Context: an optimization exercise on an open-source flow, tuned for small area, a short achievable clock period and few clock cycles per item. The choices shown serve that exercise and are no tape-out recipe.
Where RTL was checked, it was by simulation tests only, not by an equivalence proof against the original.

==> run a: inputs <==
// multiplier
module multiplier(
    input clk,
    input logic valid_in,
    input logic[31:0] a,
    input logic[31:0] b,
    output logic valid_out,
    output logic[63:0] r
);
    wire one1;
    wire two2;
    wire neg3;
    wire bx4;
    wire bx5;
    wire bx6;
    wire bx7;
    wire bx8;
    wire bx9;
    wire bx10;
    wire bx11;
    wire bx12;
    wire bx13;
    wire bx14;
    wire bx15;
    wire bx16;
    wire bx17;
    wire bx18;
    wire bx19;
    wire bx20;
    wire bx21;
    wire bx22;
    wire bx23;
    wire bx24;
    wire bx25;
    wire bx26;
    wire bx27;
    wire bx28;
    wire bx29;
    wire bx30;
    wire bx31;
    wire bx32;
    wire bx33;
    wire bx34;
    wire bx35;
    wire bx36;
    wire p37;
    wire p38;
    wire p39;
    wire p40;
    wire p41;
    wire p42;
    wire p43;
    wire p44;
    wire p45;
    wire p46;
    wire p47;
    wire p48;
    wire p49;
    wire p50;
    wire p51;
    wire p52;
    wire p53;
    wire p54;
    wire p55;
    wire p56;
    wire p57;
    wire p58;
    wire p59;
    wire p60;
    wire p61;
    wire p62;
    wire p63;
    wire p64;
    wire p65;
    wire p66;
    wire p67;
    wire p68;
    wire p69;
    wire ns70;
    wire one71;
    wire two72;
    wire neg73;
    wire bx74;
    wire bx75;
    wire bx76;
    wire bx77;
    wire bx78;
    wire bx79;
    wire bx80;
    wire bx81;
    wire bx82;
    wire bx83;
    wire bx84;
    wire bx85;
    wire bx86;
    wire bx87;
    wire bx88;
    wire bx89;
    wire bx90;
    wire bx91;
    wire bx92;
    wire bx93;
    wire bx94;
    wire bx95;
    wire bx96;
    wire bx97;
    wire bx98;
    wire bx99;
    wire bx100;
    wire bx101;
    wire bx102;
    wire bx103;
    wire bx104;
    wire bx105;
    wire bx106;
    wire p107;
    wire p108;
    wire p109;
    wire p110;
    wire p111;
    wire p112;
    wire p113;
    wire p114;
    wire p115;
    wire p116;
    wire p117;
    wire p118;
    wire p119;
    wire p120;
    wire p121;
    wire p122;
    wire p123;
    wire p124;
    wire p125;
    wire p126;
    wire p127;
    wire p128;
    wire p129;
    wire p130;
  ...
clock: 8.0 ns
lec_check: 0
abc_clock_period_in_ps: 3000
cap_margin: 20
core_margin: 2
core_utilization: 60
setup_slack_margin: 2.5
slew_margin: 20
standard.sh (not shown) runs the stock make flow with config.mk's settings and CLKGATE_MAP_FILE= SYNTH_SCRIPT=/design/flow/synth_recipe.tcl, a recipe that flattens the netlist after the stock synthesis.
==> flow/flow/run.sh <==
#!/bin/bash
# The standard layout, with two changes to how it is made:
# - Yosys's generic abc pass in synth's fine stage is skipped (SYNTH_ARGS=-noabc)
#   so that extract_fa maps the RTL's carry-save full adders to adder cells
#   without inverters between them; the final abc mapping is unchanged.
# - every input and output port is still buffered, but with sky130_fd_sc_hd__buf_1
#   instead of the slow delay buffer buffer_ports picks by default.
set -euo pipefail
cd "$(dirname "$0")/.."
bash standard.sh SYNTH_ARGS=-noabc "BUFFER_PORTS_ARGS=-buffer_cell sky130_fd_sc_hd__buf_1" finish > standard_make.log 2>&1
==> run b: changes against run a <==
--- a/flow/design.v
+++ b/flow/design.v
@@ -4413,25 +4413,19 @@
     assign c2200 = (p1118 & c2076) | (p1118 & s2077) | (c2076 & s2077);
     assign s2201 = p1119 ^ s2079 ^ c2078;
     assign c2202 = (p1119 & s2079) | (p1119 & c2078) | (s2079 & c2078);
     assign s2203 = ns1120 ^ p1152 ^ c2080;
     assign c2204 = (ns1120 & p1152) | (ns1120 & c2080) | (p1152 & c2080);
     assign x = {s2203, c2200, s2199, c2196, c2194, s2193, c2190, c2188, c2186, c2184, s2183, c2180, c2178, c2176, c2174, c2172, c2170, c2168, s2167, c2164, c2162, c2160, c2158, c2156, c2154, c2152, c2150, c2148, c2146, c2144, c2142, c2140, c2138, c2136, c2134, c2132, c2130, c2128, c2126, c2124, c2122, c2120, c2118, c2116, c2114, c2112, c2110, c2108, c2106, c2104, c2102, c2100, c2098, c2096, c2094, c2092, c2090, c2088, c2086, c2084, c2082, p39, p38, neg3};
     assign y = {c2202, s2201, c2198, s2197, s2195, c2192, s2191, s2189, s2187, s2185, c2182, s2181, s2179, s2177, s2175, s2173, s2171, s2169, c2166, s2165, s2163, s2161, s2159, s2157, s2155, s2153, s2151, s2149, s2147, s2145, s2143, s2141, s2139, s2137, s2135, s2133, s2131, s2129, s2127, s2125, s2123, s2121, s2119, s2117, s2115, s2113, s2111, s2109, s2107, s2105, s2103, s2101, s2099, s2097, s2095, s2093, s2091, s2089, s2087, s2085, s2083, s2081, 1'b0, p37};
-    wire [12:0] lo;
-    assign lo = {1'b0, x[11:0]} + {1'b0, y[11:0]};
-    logic [12:0] lr;
-    logic [63:12] xr, yr;
+    logic [63:0] xr, yr;
     logic v;
     always_ff @(posedge clk) begin
         if (valid_in) begin
-            lr <= lo;
-            xr <= x[63:12];
-            yr <= y[63:12];
+            xr <= x;
+            yr <= y;
             v <= 1'b1;
         end
     end
     assign valid_out = v;
-    wire [52:0] hi;
-    assign hi = {xr, lr[12]} + {yr, lr[12]};
-    assign r = {hi[52:1], lr[11:0]};
+    assign r = xr + yr;
 endmodule
==> flow/flow/run.sh (replaced) <==
#!/bin/bash
# The standard layout, with two changes to how it is made:
# - Yosys's generic abc pass in synth's fine stage is skipped (SYNTH_ARGS=-noabc)
#   so that extract_fa maps the RTL's carry-save full adders to adder cells
#   without inverters between them; the final abc mapping is unchanged.
# - every input and output port is still buffered, but with sky130_fd_sc_hd__buf_2
#   instead of the slow delay buffer buffer_ports picks by default.
set -euo pipefail
cd "$(dirname "$0")/.."
bash standard.sh SYNTH_ARGS=-noabc "BUFFER_PORTS_ARGS=-buffer_cell sky130_fd_sc_hd__buf_2" finish > standard_make.log 2>&1
Settings changed: SETUP_SLACK_MARGIN 2.5 to 2.0.
==> qor summary <==
item	run a	run b
Run status	complete, no violations	complete, no violations
Layout clock buffers	17	19
Sequential standard cell area	3510 um2	3810 um2
Worst slack after detailed placement	1450 ps	1390 ps
M2 GR Usage	63.3%	62.0%
Area added between synthesis and finish	15.4%	6.05%
Timing startpoint of the critical path	a[1]	a[15]
Fraction of layout cells with a size suffix above 1	16.4%	10.1%
End point of the critical path	yr[33]	yr[39]
Pin count of the biggest net entering global routing	78	72
PnR worst setup slack	2440 ps	2000 ps
Layout buffer count excluding clock buffers	328	201
Testbench counts of run a, summed over its fixed seeds: cycles 16,000, items 16,000.
Testbench counts of run b, summed over its fixed seeds: cycles 16,000, items 16,000.

========
==> v27 <==
Another version of the RTL of multiplier (not shown whole).
Design multiplier, start of the top module:
module multiplier(
    input clk,
    input logic valid_in,
    input logic[31:0] a,
    input logic[31:0] b,
    output logic valid_out,
    output logic[63:0] r
);
clock: 8.0 ns
lec_check: 0
abc_clock_period_in_ps: 3000
cap_margin: 20
core_margin: 2
core_utilization: 70
setup_slack_margin: 2.5
slew_margin: 20
==> flow/flow/run.sh <==
#!/bin/bash
# The standard layout, with Yosys's generic abc pass in synth's fine stage
# skipped (SYNTH_ARGS=-noabc) so that extract_fa maps the RTL's carry-save
# full adders to adder cells without inverters between them. Everything else,
# including the final abc mapping, is the standard flow.
set -euo pipefail
cd "$(dirname "$0")/.."
bash standard.sh SYNTH_ARGS=-noabc finish > standard_make.log 2>&1
==> v11: changes against v27 <==
- ABC_CLOCK_PERIOD_IN_PS: 3000 -> default
- CORE_UTILIZATION: 70 -> 40
- SETUP_SLACK_MARGIN: 2.5 -> default
==> v17: changes against v27 <==
- CORE_UTILIZATION: 70 -> 60
- SETUP_SLACK_MARGIN: 2.5 -> 3.5
==> summary.txt <==
Outcome
  – Status: finished clean

Finish
  – Area growth from synthesis to layout: 10.32%
  – # diodes: 18
  – Nets@finish: 3888
  – Clock network area share: 0.01608
  – Multi-input combinational area share: 0.7934

GRT
  – Antenna violations before repair: 10

Timing
  – Crit path time final: roughly 5.5 ns

Setup path
  – CP most frequent cell: fa_1
  – CP startpoint: b[7]
  – Critical path data required time: between 8 and 9 ns

Route
  – Avg Vias per Cell: roughly 7
  – WL/cell: ~32 um
  – M1 WL: 37830 um

Worst hold path
  – Hold_sp: b[0]

Placed design
  – Setup WS pre-CTS: 1.121 ns
That was v27.
==> summary.txt <==
Timing
  – Crit path time final: around 5.4 ns

Placed design
  – Setup WS pre-CTS: ~1.0 ns

Setup path
  – Critical path data required time: 8.20 ns

Route
  – WL/cell: 32.98 um
  – M1 WL: 44220 um

Outcome
  – Status: finished clean

Finish
  – # diodes: 13
  – Nets@finish: approximately 4100

GRT
  – Antenna violations before repair: 23
That was v17.
==> summary.txt <==
Outcome
  – Status: finished clean

Logic synthesis
  – Post-synth top cells: and2_1, fa_1, clkbuf_1

Placed design
  – Setup WS pre-CTS: 0.9831 ns

Timing
  – Crit path time final: 6.855 ns

Route
  – WL/cell: around 30 um
  – Avg Vias per Cell: 5.895
  – Vias: 23040

Setup path
  – CP startpoint: xr[1]$_DFFE_PP_
  – Critical path data required time: roughly 6.4 ns

Floorplanning
  – Well Taps: 1070

Finish
  – Nets@finish: 3876
  – # diodes: 9
  – Clock network area share: 0.01771
  – Seq/total area: 0.1046
  – Multi-input combinational area share: 0.7925

Worst hold path
  – Hold_sp: valid_in

GRT
  – Antenna violations before repair: 19
That was v11.
Testbench counts of v27, summed over its fixed seeds: cycles 16,000, items 16,000.
Testbench counts of v11, summed over its fixed seeds: cycles 16,000, items 16,000.
Testbench counts of v17, summed over its fixed seeds: cycles 16,000, items 16,000.

========
==> inputs of v31 <==
multiplier, a different RTL version from the one above (not shown whole).
## multiplier
module multiplier(
    input clk,
    input logic valid_in,
    input logic[31:0] a,
    input logic[31:0] b,
    output logic valid_out,
    output logic[63:0] r
);
    logic[31:0] mp, mp_next;
    logic[63:0] mc, mc_next;
    logic[63:0] acc, acc_next;
    logic[5:0] i, i_next;
    logic[3:0] mp_nibble;
    assign mp_nibble = mp[3:0];
    assign mp_next = ((valid_in ==1) ? a : ((i <= 7) ? mp>>4 : mp));
    assign mc_next = ((valid_in ==1) ? {32'b0, b} : ((i <= 7) ? mc<<4 : mc));
    assign acc_next = ((valid_in ==1) ? 0 : ((i <= 7) ? acc + mp_nibble * mc : acc));
    assign i_next = ((valid_in ==1) ? 0 : ((i <= 7) ? ((mp == 0) ? 8 : i + 1) : i));
    always_ff @(posedge clk) begin
        mp <= mp_next;
        mc <= mc_next;
        acc <= acc_next;
        i <= i_next;
        if (i_next==8) begin
            r <= acc_next;
            valid_out <= 1;
        end
        else begin
            r <= r;
            valid_out <= 0;
        end
    end
endmodule
==> module multiplier, before the edit <==
module multiplier(
    input clk,
    input logic valid_in,
    input logic[31:0] a,
    input logic[31:0] b,
    output logic valid_out,
    output logic[63:0] r
);
    logic[31:0] mp, mp_next;
    logic[63:0] mc, mc_next;
    logic[63:0] acc, acc_next;
    logic[5:0] i, i_next;
    logic[3:0] mp_nibble;
    assign mp_nibble = mp[3:0];
    assign mp_next = ((valid_in ==1) ? a : ((i <= 7) ? mp>>4 : mp));
    assign mc_next = ((valid_in ==1) ? {32'b0, b} : ((i <= 7) ? mc<<4 : mc));
    assign acc_next = ((valid_in ==1) ? 0 : ((i <= 7) ? acc + mp_nibble * mc : acc));
    assign i_next = ((valid_in ==1) ? 0 : ((i <= 7) ? ((mp == 0) ? 8 : i + 1) : i));
    always_ff @(posedge clk) begin
        mp <= mp_next;
        mc <= mc_next;
        acc <= acc_next;
        i <= i_next;
        if (i_next==8) begin
            r <= acc_next;
            valid_out <= 1;
        end
        else begin
            r <= r;
            valid_out <= 0;
        end
    end
endmodule
Settings: LEC_CHECK=0, CAP_MARGIN=20, CORE_MARGIN=2, CORE_UTILIZATION=40, SLEW_MARGIN=20; clock period 8.0 ns.
run.sh (not shown) runs the stock make flow with config.mk's settings and CLKGATE_MAP_FILE= SYNTH_SCRIPT=/design/flow/synth_recipe.tcl, a recipe that flattens the netlist after the stock synthesis.
Stock flow here: none of the scripts above is used.
==> v25: changes against v31 <==
==> flow/design.v (replaced) <==
module multiplier(
    input clk,
    input logic valid_in,
    input logic[31:0] a,
    input logic[31:0] b,
    output logic valid_out,
    output logic[63:0] r
);
    localparam int K  = 4;
    localparam int NC = 32 / K;
    localparam int CW = $clog2(NC + 1);
    logic [31:0] A, B;
    logic [63:0] acc;
    logic [CW-1:0] cnt;
    logic [K-1:0] C;
    logic [NC-1:0] za, zb, pa, pb;
    logic [CW-1:0] na, nb;
    logic [K-1:0] ta, tb;
    logic swap;
    always_comb begin
        for (int i = 0; i < NC; i++) begin
            za[i] = |a[i*K +: K];
            zb[i] = |b[i*K +: K];
        end
        pa[NC-1] = za[NC-1];
        pb[NC-1] = zb[NC-1];
        for (int i = NC - 2; i >= 0; i--) begin
            pa[i] = pa[i+1] | za[i];
            pb[i] = pb[i+1] | zb[i];
        end
        na = '0;
        nb = '0;
        ta = '0;
        tb = '0;
        for (int i = 0; i < NC; i++) begin
            na = na + CW'(pa[i]);
            nb = nb + CW'(pb[i]);
            if (i == NC - 1) begin
                ta = ta | a[i*K +: K];
                tb = tb | b[i*K +: K];
            end else begin
                ta = ta | (a[i*K +: K] & {K{~pa[i+1]}});
                tb = tb | (b[i*K +: K] & {K{~pb[i+1]}});
            end
        end
        swap = |(pa & ~pb);
    end
    logic [K-1:0] nxt;
    always_comb begin
        nxt = '0;
        for (int i = 0; i < NC - 1; i++)
            if (cnt == CW'(i + 2)) nxt = A[i*K +: K];
    end
    always_ff @(posedge clk) begin
        if (valid_in) begin
            A   <= swap ? b : a;
            B   <= swap ? a : b;
            cnt <= swap ? nb : na;
            C   <= swap ? tb : ta;
            acc <= '0;
        end else if (cnt != 0) begin
            acc <= (acc << K) + C * B;
            cnt <= cnt - 1'b1;
            C   <= nxt;
        end
    end
    assign valid_out = (cnt == 0);
    assign r = acc;
endmodule
==> v3: changes against v31 <==
==> flow/design.v (replaced) <==
module multiplier(
    input clk,
    input logic valid_in,
    input logic[31:0] a,
    input logic[31:0] b,
    output logic valid_out,
    output logic[63:0] r
);
    localparam int K  = 4;
    localparam int NC = 32 / K;
    localparam int CW = $clog2(NC + 1);
    logic [31:0] A, B;
    logic [63:0] acc;
    logic [CW-1:0] cnt;
    logic [K-1:0] C;
    logic [NC-1:0] za, zb, pa, pb;
    logic [CW-1:0] na, nb;
    logic [K-1:0] ta, tb;
    logic swap;
    always_comb begin
        for (int i = 0; i < NC; i++) begin
            za[i] = |a[i*K +: K];
            zb[i] = |b[i*K +: K];
        end
        pa[NC-1] = za[NC-1];
        pb[NC-1] = zb[NC-1];
        for (int i = NC - 2; i >= 0; i--) begin
            pa[i] = pa[i+1] | za[i];
            pb[i] = pb[i+1] | zb[i];
        end
        na = '0;
        nb = '0;
        ta = '0;
        tb = '0;
        for (int i = 0; i < NC; i++) begin
            na = na + CW'(pa[i]);
            nb = nb + CW'(pb[i]);
            if (i == NC - 1) begin
                ta = ta | a[i*K +: K];
                tb = tb | b[i*K +: K];
            end else begin
                ta = ta | (a[i*K +: K] & {K{~pa[i+1]}});
                tb = tb | (b[i*K +: K] & {K{~pb[i+1]}});
            end
        end
        swap = |(pa & ~pb);
    end
    logic [K-1:0] nxt;
    always_comb begin
        nxt = '0;
        for (int i = 0; i < NC - 1; i++)
            if (cnt == CW'(i + 2)) nxt = A[i*K +: K];
    end
    always_ff @(posedge clk) begin
        if (valid_in) begin
            A   <= swap ? b : a;
            B   <= swap ? a : b;
            cnt <= swap ? nb : na;
            C   <= swap ? tb : ta;
            acc <= '0;
        end else if (cnt != 0) begin
            acc <= (acc << K) + C * B;
            cnt <= cnt - 1'b1;
            C   <= nxt;
        end
    end
    assign valid_out = (cnt == 0);
    assign r = acc;
endmodule
--- a/flow/config.mk
+++ b/flow/config.mk
@@ -6,6 +6,8 @@
 export NUM_CORES = 4
 export LEC_CHECK = 0
+export ABC_CLOCK_PERIOD_IN_PS = 3500
 export CAP_MARGIN = 20
 export CORE_MARGIN = 2
-export CORE_UTILIZATION = 40
+export CORE_UTILIZATION = 60
+export SETUP_SLACK_MARGIN = 4.5
 export SLEW_MARGIN = 20
==> qor summary <==
Outcome: v31 timing/DRC/antenna clean; v25 timing/DRC/antenna clean; v3 timing/DRC/antenna clean
Largest clock skew in the final design: v31 0.01473 ns; v25 0.007551 ns; v3 0.01433 ns
Std cell rows: v31 78; v25 63; v3 51
Nets: v31 2,358; v25 1,654; v3 1,802
Mapped Avg Cell Area: v31 9.385 um2; v25 8.959 um2; v3 8.959 um2
Weighted congestion at the end of routability-driven global placement: v31 0.8495; v25 0.9456; v3 0.9586
Area inside the core boundary: v31 45,480 um2; v25 29,560 um2; v3 19,530 um2
Post-route non-filler standard cell count: v31 2,664; v25 1,838; v3 1,861
Share of layout cells above drive strength 1: v31 6.783%; v25 6.906%; v3 29.14%
Critical Path End: v31 r[63]$_DFFE_PP_; v25 cnt[1]$_DFFE_PP_; v3 cnt[1]$_DFFE_PP_
Die area: v31 47,980 um2; v25 31,370 um2; v3 21,120 um2
Clock net sink count: v31 231; v25 132; v3 132
Number of inverters outside the clock class in the layout: v31 309; v25 175; v3 175
Met3 track utilization from global routing: v31 2.911%; v25 3.351%; v3 8.715%
Number of tap cells added at floorplan: v31 600; v25 390; v3 265
Worst slew margin: v31 29.29%; v25 30.65%; v3 19.82%
Final WL: v31 46,950 um; v25 32,480 um; v3 45,490 um
Utilization of the core after routing: v31 46.64%; v25 48.27%; v3 87.16%
Post-Synthesis Cell Area: v31 18,500 um2; v25 11,990 um2; v3 11,990 um2
Area of the multi-input gates: v31 11,060 um2; v25 7775 um2; v3 9190 um2
Post-Synth XOR/XNOR Area: v31 2.131%; v25 2.704%; v3 2.704%
Buffers inserted during post-CTS setup optimization: v31 0; v25 0; v3 96
Testbench counts of v31, summed over its fixed seeds: cycles 119,980, items 16,000.
Only the layout flow was run in v25 and v3; the RTL was not checked for function there.

==> separate check: timing with driven ports <==
How much do the figures lean on ideal ports? The routed layouts below were timed once more, with nothing changed but the port constraints.
Step 1 (the two cells are an assumption about what drives the block):
set clk [get_ports {clk}]
set_driving_cell -lib_cell sky130_fd_sc_hd__clkbuf_16 $clk
set_driving_cell -lib_cell sky130_fd_sc_hd__buf_2 [delete_from_list [all_inputs] $clk]
Step 2 times the ports against the registers' clock, not the clock port: input delays grow and output delays shrink by t, the midpoint of the rising clock arrivals with the driver on.
Three values: ideal ports, drivers, drivers and shift; two values: the first two.
| run | t, ns | setup slack, ns | latest minus earliest clock arrival (ns) |
|---|---|---|---|
| run a | 0.516 | 2.438 / 2.458 / 1.941 | 0.022 / 0.021 |
| run b | 0.533 | 1.998 / 2.039 / 1.506 | 0.020 / 0.020 |
| v27 | 0.512 | 2.476 / 2.499 / 1.997 | 0.018 / 0.019 |
| v11 | 0.538 | 1.145 / 1.076 / 0.864 | 0.021 / 0.021 |
| v17 | 0.504 | 2.554 / 2.557 / 2.053 | 0.031 / 0.030 |
| v31 | 0.625 | 1.827 / 1.827 / 1.827 | 0.015 / 0.015 |
| v25 | 0.487 | 1.622 / 1.655 / 1.168 | 0.007 / 0.008 |
| v3 | 0.487 | 2.375 / 2.408 / 1.921 | 0.014 / 0.015 |
After both steps setup and hold are still met in every run listed. For v17, which loses most, drivers alone change the setup slack by +0.003 ns; drivers and shift together by -0.501 ns.
